Context: an optimization exercise on an open-source flow, tuned for small area and a short achievable clock period. The choices shown serve that exercise and are no tape-out recipe. Function was checked by simulation only, so behaviour that the tests miss may differ from the original.

==> flow/run.sh <==
#!/bin/bash
# synth_recipe.tcl (not shown) runs the flow's synth.tcl, then flattens the netlist and writes it again
# the make line also repeats each setting of config.mk as NAME=value (left out here)
make -C /OpenROAD-flow-scripts/flow DESIGN_CONFIG=/design/flow/config.mk WORK_HOME=/design/flow/orfs CLKGATE_MAP_FILE= SYNTH_SCRIPT=/design/flow/synth_recipe.tcl finish
==> flow/config.mk <==
export PLATFORM = sky130hd
export DESIGN_NAME = image_enhance
export DESIGN_NICKNAME = image_enhance
export VERILOG_FILES = /design/flow/design.v
export SDC_FILE = /design/flow/constraint.sdc
export NUM_CORES = 4
export LEC_CHECK = 0
export CAP_MARGIN = 20
export CORE_MARGIN = 2
export CORE_UTILIZATION = 30
export SLEW_MARGIN = 20
==> flow/constraint.sdc <==
create_clock -name core_clock -period 20.0 [get_ports {clk}]
set_input_delay 4.0000 -clock core_clock [delete_from_list [all_inputs] [get_ports {clk}]]
set_output_delay 4.0000 -clock core_clock [all_outputs]
set_load 0.01 [all_outputs]
==> flow/design.v <==
module sharpening(
    input reset,
    input clk,
    input stall,
    input  [80:0] img_flat,  
    input  [71:0] fil_flat,  
    output logic signed [20:0] out  
);
    logic signed [8:0] img[8:0];  
    logic signed [7:0] fil[0:2][0:2];
    genvar k;
    generate
        for (k = 0; k < 9; k = k + 1) begin : g_unpack
            assign img[k] = img_flat[9*k +: 9];
            assign fil[k/3][k%3] = fil_flat[8*k +: 8];
        end
    endgenerate
    logic signed [16:0] temp[0:8];   
    always_ff @(posedge clk) begin
       if(reset) out<=0;
       else begin
       if(stall) out<=out;
       else begin
        temp[0] = (fil[0][0]) * img[0];
        temp[1] = (fil[0][1]) * img[1];
        temp[2] = (fil[0][2]) * img[2];
        temp[3] = (fil[1][0]) * img[3];
        temp[4] = (fil[1][1]) * img[4];
        temp[5] = (fil[1][2]) * img[5];
        temp[6] = (fil[2][0]) * img[6];
        temp[7] = (fil[2][1]) * img[7];
        temp[8] = (fil[2][2]) * img[8];
        out <= temp[0] + temp[1] + temp[2] + temp[3] + temp[4] + temp[5] + temp[6] + temp[7] + temp[8];
        end
        end
    end
endmodule
`timescale 1ns / 1ps
module addition(
    input reset,
    input [8:0] img,
    input stall,
    input clk,
    input signed [20:0] sharpened_image,
    output logic signed [20:0] out);
    always_ff@(posedge clk)begin
    if (reset) out<=0;
    else begin
    if(stall) out<=out;
    else begin
    out<=sharpened_image+img;
    end
    end
    end
endmodule
`timescale 1ns / 1ps
parameter norm_width = 21;
module Normalization(A, out, clk ,reset,stall);
    input clk;
    input reset;
    input stall;
    input logic signed  [norm_width:0]A;
    output logic signed [norm_width+8:0]out;  
    localparam integer signed max=1530;
    localparam integer signed min=-510;
    logic signed [norm_width+8:0]temp;
    logic signed [norm_width+8:0]temp_out;
    always_ff@(posedge clk)begin
        if(reset) temp<=0;
        else begin
        if(stall) temp<=temp;
        else begin
            temp <= 255*(A - min); 
            end  
        end 
    end
    always_ff@(posedge clk)begin
        if(reset) temp_out<=0;
        else begin
        if(stall) temp_out<=temp_out;
        else temp_out <= temp /(max-min);
        end
    end
    assign   out = temp_out;
endmodule
module image_enhance (
    input  logic        clk,
    input  logic        reset,
    input  logic        stall,
    input  logic [80:0] img,       
    input  logic [71:0] fil,       
    input  logic [8:0]  add_img,   
    output logic [29:0] out        
);
    logic signed [20:0] sharpened_image;
    logic signed [20:0] addition_out;
    logic signed [29:0] normalized_img;
    sharpening ar1(reset, clk, stall, img, fil, sharpened_image);
    addition ad1(reset, add_img, stall, clk, sharpened_image, addition_out);
    Normalization nr1({addition_out[20], addition_out}, normalized_img, clk, reset, stall);
    assign out = normalized_img;
endmodule
==> run summary <==
-- worst paths after layout --
check	from	to	slack (ps)
setup reg to reg	nr1.temp[8]	nr1.temp_out[18]	2890
setup / recovery	nr1.temp[8]	nr1.temp_out[18]	2890
hold reg to reg	nr1.temp_out[27]	nr1.temp_out[27]	450
hold / removal	nr1.temp_out[27]	nr1.temp_out[27]	450
-- state kept, by name (all words and copies together), names as in the netlist --
signal        count
nr1.temp         30
nr1.temp_out     30
ad1.out          21
ar1.out          21
-- kinds of logic (layout without fill, tap and decap cells) --
family          after synthesis  in the layout
compound gates              595            595
xor+xnor                    208            208
fa+ha+maj                  1257           1257
buf+inv                    1259           1364
flops                       102            102
mux                          33             33
other cells                   0             23
simple gates               1303           1303
-- worst max-delay path: cells and delay by family (launching register included) --
family / cells / cell delay (ps)
AND/OR/NAND/NOR: 21 / 7630
adder cells (fa/ha/maj): 1 / 210
flip-flops: 1 / 380
AO/OA/AOI/OAI: 27 / 8730
-- synthesized netlist by cell type (24+ instances only) --
cell type                  count
sky130_fd_sc_hd__nand3_1      44
sky130_fd_sc_hd__nor2_1      182
sky130_fd_sc_hd__nor3_1       47
sky130_fd_sc_hd__ha_1        317
sky130_fd_sc_hd__a21o_1       37
sky130_fd_sc_hd__inv_1      1144
sky130_fd_sc_hd__dfxtp_1     102
sky130_fd_sc_hd__o21bai_1     38
sky130_fd_sc_hd__xnor2_1     140
sky130_fd_sc_hd__mux2i_1      24
sky130_fd_sc_hd__o21ai_0      66
sky130_fd_sc_hd__nand4_1      27
sky130_fd_sc_hd__clkbuf_1     90
sky130_fd_sc_hd__a21oi_1     190
sky130_fd_sc_hd__nand2_1     492
sky130_fd_sc_hd__and2_1      278
sky130_fd_sc_hd__o31ai_1      24
sky130_fd_sc_hd__fa_1        940
sky130_fd_sc_hd__xor2_1       67
sky130_fd_sc_hd__a211oi_1     24
sky130_fd_sc_hd__nand2b_1     72
sky130_fd_sc_hd__o211ai_1     26
-- final cells by class --
class	instances	share of cell area
diodes	23	0.001230
clock buffers	9	0.004813
clock inverters	7	0.001818
inverters	1147	0.09201
multi-input cells	3396	0.7634
flip-flops and latches	102	0.04367
well taps	1890	0.05054
repair buffers	201	0.04252
-- routing by layer --
metal,up-vias,track usage,wire [µm]
li1,14900,-,-
met1,16040,0.2002,46360
met2,754,0.2791,55940
met3,164,0.01577,4576
met4,30,0.04850,3365
met5,-,0,193
-- stage by stage --
stage | hold slack, ps | instances
floorplan | 444.7 | 4757
global placement | 435.2 | 6736
detailed placement | 438.7 | 6736
CTS | 456.4 | 6752
global route | 487.5 | 6773
finish | 453.1 | 6775
==> impl_metrics.yaml <==
run_status:
  run_status: "complete, no violations"
grt:
  grt_first_pass_wirelength_um: 183900
  grt_start_max_net_pins: 69
  first_global_vias: 34190
  globalRouteOverflowTotal: 0
  grt_use_total: 0.1572
  grt_antenna_before_repair: 42
timing:
  timing.max_slew.rel_slack: 0.3587
  fmaxAchievable_mhz: 58.46
  tightestPinTransition_ps: 935.2
  finalWorstSetupSlack_ps: 2893
  final.setup.tns_ps: 0
  report.final.hold_viol_count: 0
  finalSetupViolations: 0
  timing_max_transition_violations_final: 0
  grt_setup_unrepaired: "no"
  final_min_period_over_clock_period: 0.8554
  final.min_clock_period_ps: 17110
  skew_ps: 14.63
critical_path:
  reg2regPathDepth: 49
  critical_path_required_ps: 20230
  crit_top_cell: "sky130_fd_sc_hd__a21oi_1"
  worstSetupStartpointType: "flip-flop"
  critPathArrivalTime_ps: 17340
  cpMaxStageDelayCell: "sky130_fd_sc_hd__nor4b_1"
  critPathCaptureType: "flip-flop"
  cp_slowest_stage_delay_ps: 790
  critical_path.max_fanout: 11
  path_class: "reg2reg"
detailed_routing:
  drtPass1Iterations: 6
  drt_iter0_markers: 2038
  drc: 0
  detailed_route_via_count: 31890
  wl_um: 110400
  post_drt_via_cell_ratio: 4.707
  drt-wirelength-per-cell_um: 16.30
  antenna_viol_nets_final: 0
synth:
  post-synth-top-area-cell: "sky130_fd_sc_hd__fa_1"
  synth_edf_count: 0
  postSynthRegisterBits: 102
  synth_warnings: 6
  synth_top_cell_area_share: 0.4427
  synth.mux.area_fraction: 0.008918
  post_synth_fa_ha_maj_area_fraction: 0.5360
  post_synth_num_cell_types: 118
  fraction_of_the_yosys_area_taken_by_sequential_cells: 0.04803
  synthesis.instances: 4757
  syn-num-nets: 6179
  synth-simple-area-share: 0.1546
  netlist_area_mm2: 0.04251
  synth_async_sr_flop_share: 0
  syn-mean-instance-area_um2: 8.936
  post_synthesis_xor_xnor_area_fraction: 0.04318
  synth_top_family_by_area: "adder cells"
  synth.top_cells.by_area: "sky130_fd_sc_hd__fa_1 44%, sky130_fd_sc_hd__inv_1 10%, sky130_fd_sc_hd__ha_1 9.3%"
  synth_compound_area_frac: 0.09757
  ys.flop_type: "sky130_fd_sc_hd__dfxtp_1"
placement:
  placement.io_buffers: 194
  area_of_placed_instances_mm2: 0.04642
  routabilityCongestion: 0.9419
  dpl_worst_slack_ps: 3156
  detailed_place_hpwl_um: 99540
finish:
  regArea_mm2: 0.002043
  final_common_cell: "sky130_fd_sc_hd__inv_1"
  final_cell_utilization_of_the_core: 0.3317
  layout_common_cells: "1144 x sky130_fd_sc_hd__inv_1, 940 x sky130_fd_sc_hd__fa_1, 492 x sky130_fd_sc_hd__nand2_1, 317 x sky130_fd_sc_hd__ha_1, 278 x sky130_fd_sc_hd__and2_1"
  fin_area_mm2: 0.04679
  layout.filler_cells: 14700
  final_layout_size_suffix_gt1_frac: 0.02057
  syn_to_final_growth_pct: 10.07
  final_net_count: 6279
  multi_input_combinational_cell_area_mm2: 0.03572
die:
  core_area_mm2: 0.1411
  die_h_um: 380.4
  row_cnt: 138
  io-pin-count: 195
  floorplan.die.width_um: 380.4
  initial_core_util: 0.3013
  design.die.area_mm2: 0.1447
clocking:
  number_of_post_cts_setup_repair_buffers: 0
  cts_inserted_buffers: 9
  cts_hold_buf: 0
  clock_path_buffers: 2
  cts-resized-gates: 0
  cts.root.buffer_cell: "sky130_fd_sc_hd__clkbuf_16"
  num_clock_sinks: 102
  cts.htree.levels: 3
  clkLatencyLatePin_ps: 390
  worst_path_clk_slew_ps: 90
  cts_tree: "yes"
hold_path:
  hold_depth: 1
  hold_path.class: "reg2reg"
job:
  max-cap-violations: 0

-- port drivers added, routing unchanged --
The results above use ideal ports. As a check the final layout listed here was re-extracted and re-timed, cells and wires unchanged. Step 1 assumes that a clkbuf_16 drives the clock port and a buf_2 every other input. Step 2 adds t to the input delays and takes it off the output delays; t is the mean of the earliest and latest rising clock arrival at the registers after step 1. Input paths then give back, and output paths get back, about the clock's delay inside the block. a / b / c = no drivers / after step 1 / after step 2; a / b = the first two.
shift t [ns]: 0.426
slack for setup (ns): 2.893 / 2.893 / 2.893
hold slack, ns: 0.453 / 0.453 / 0.453
worst register clock-pin slew, ns: 0.09 / 0.09
worst slew at a driven data input, ns: 0.16
After both steps this run still meets setup and hold. The setup slack of this run moves by 0.000 ns with the drivers and by 0.000 ns with both steps.
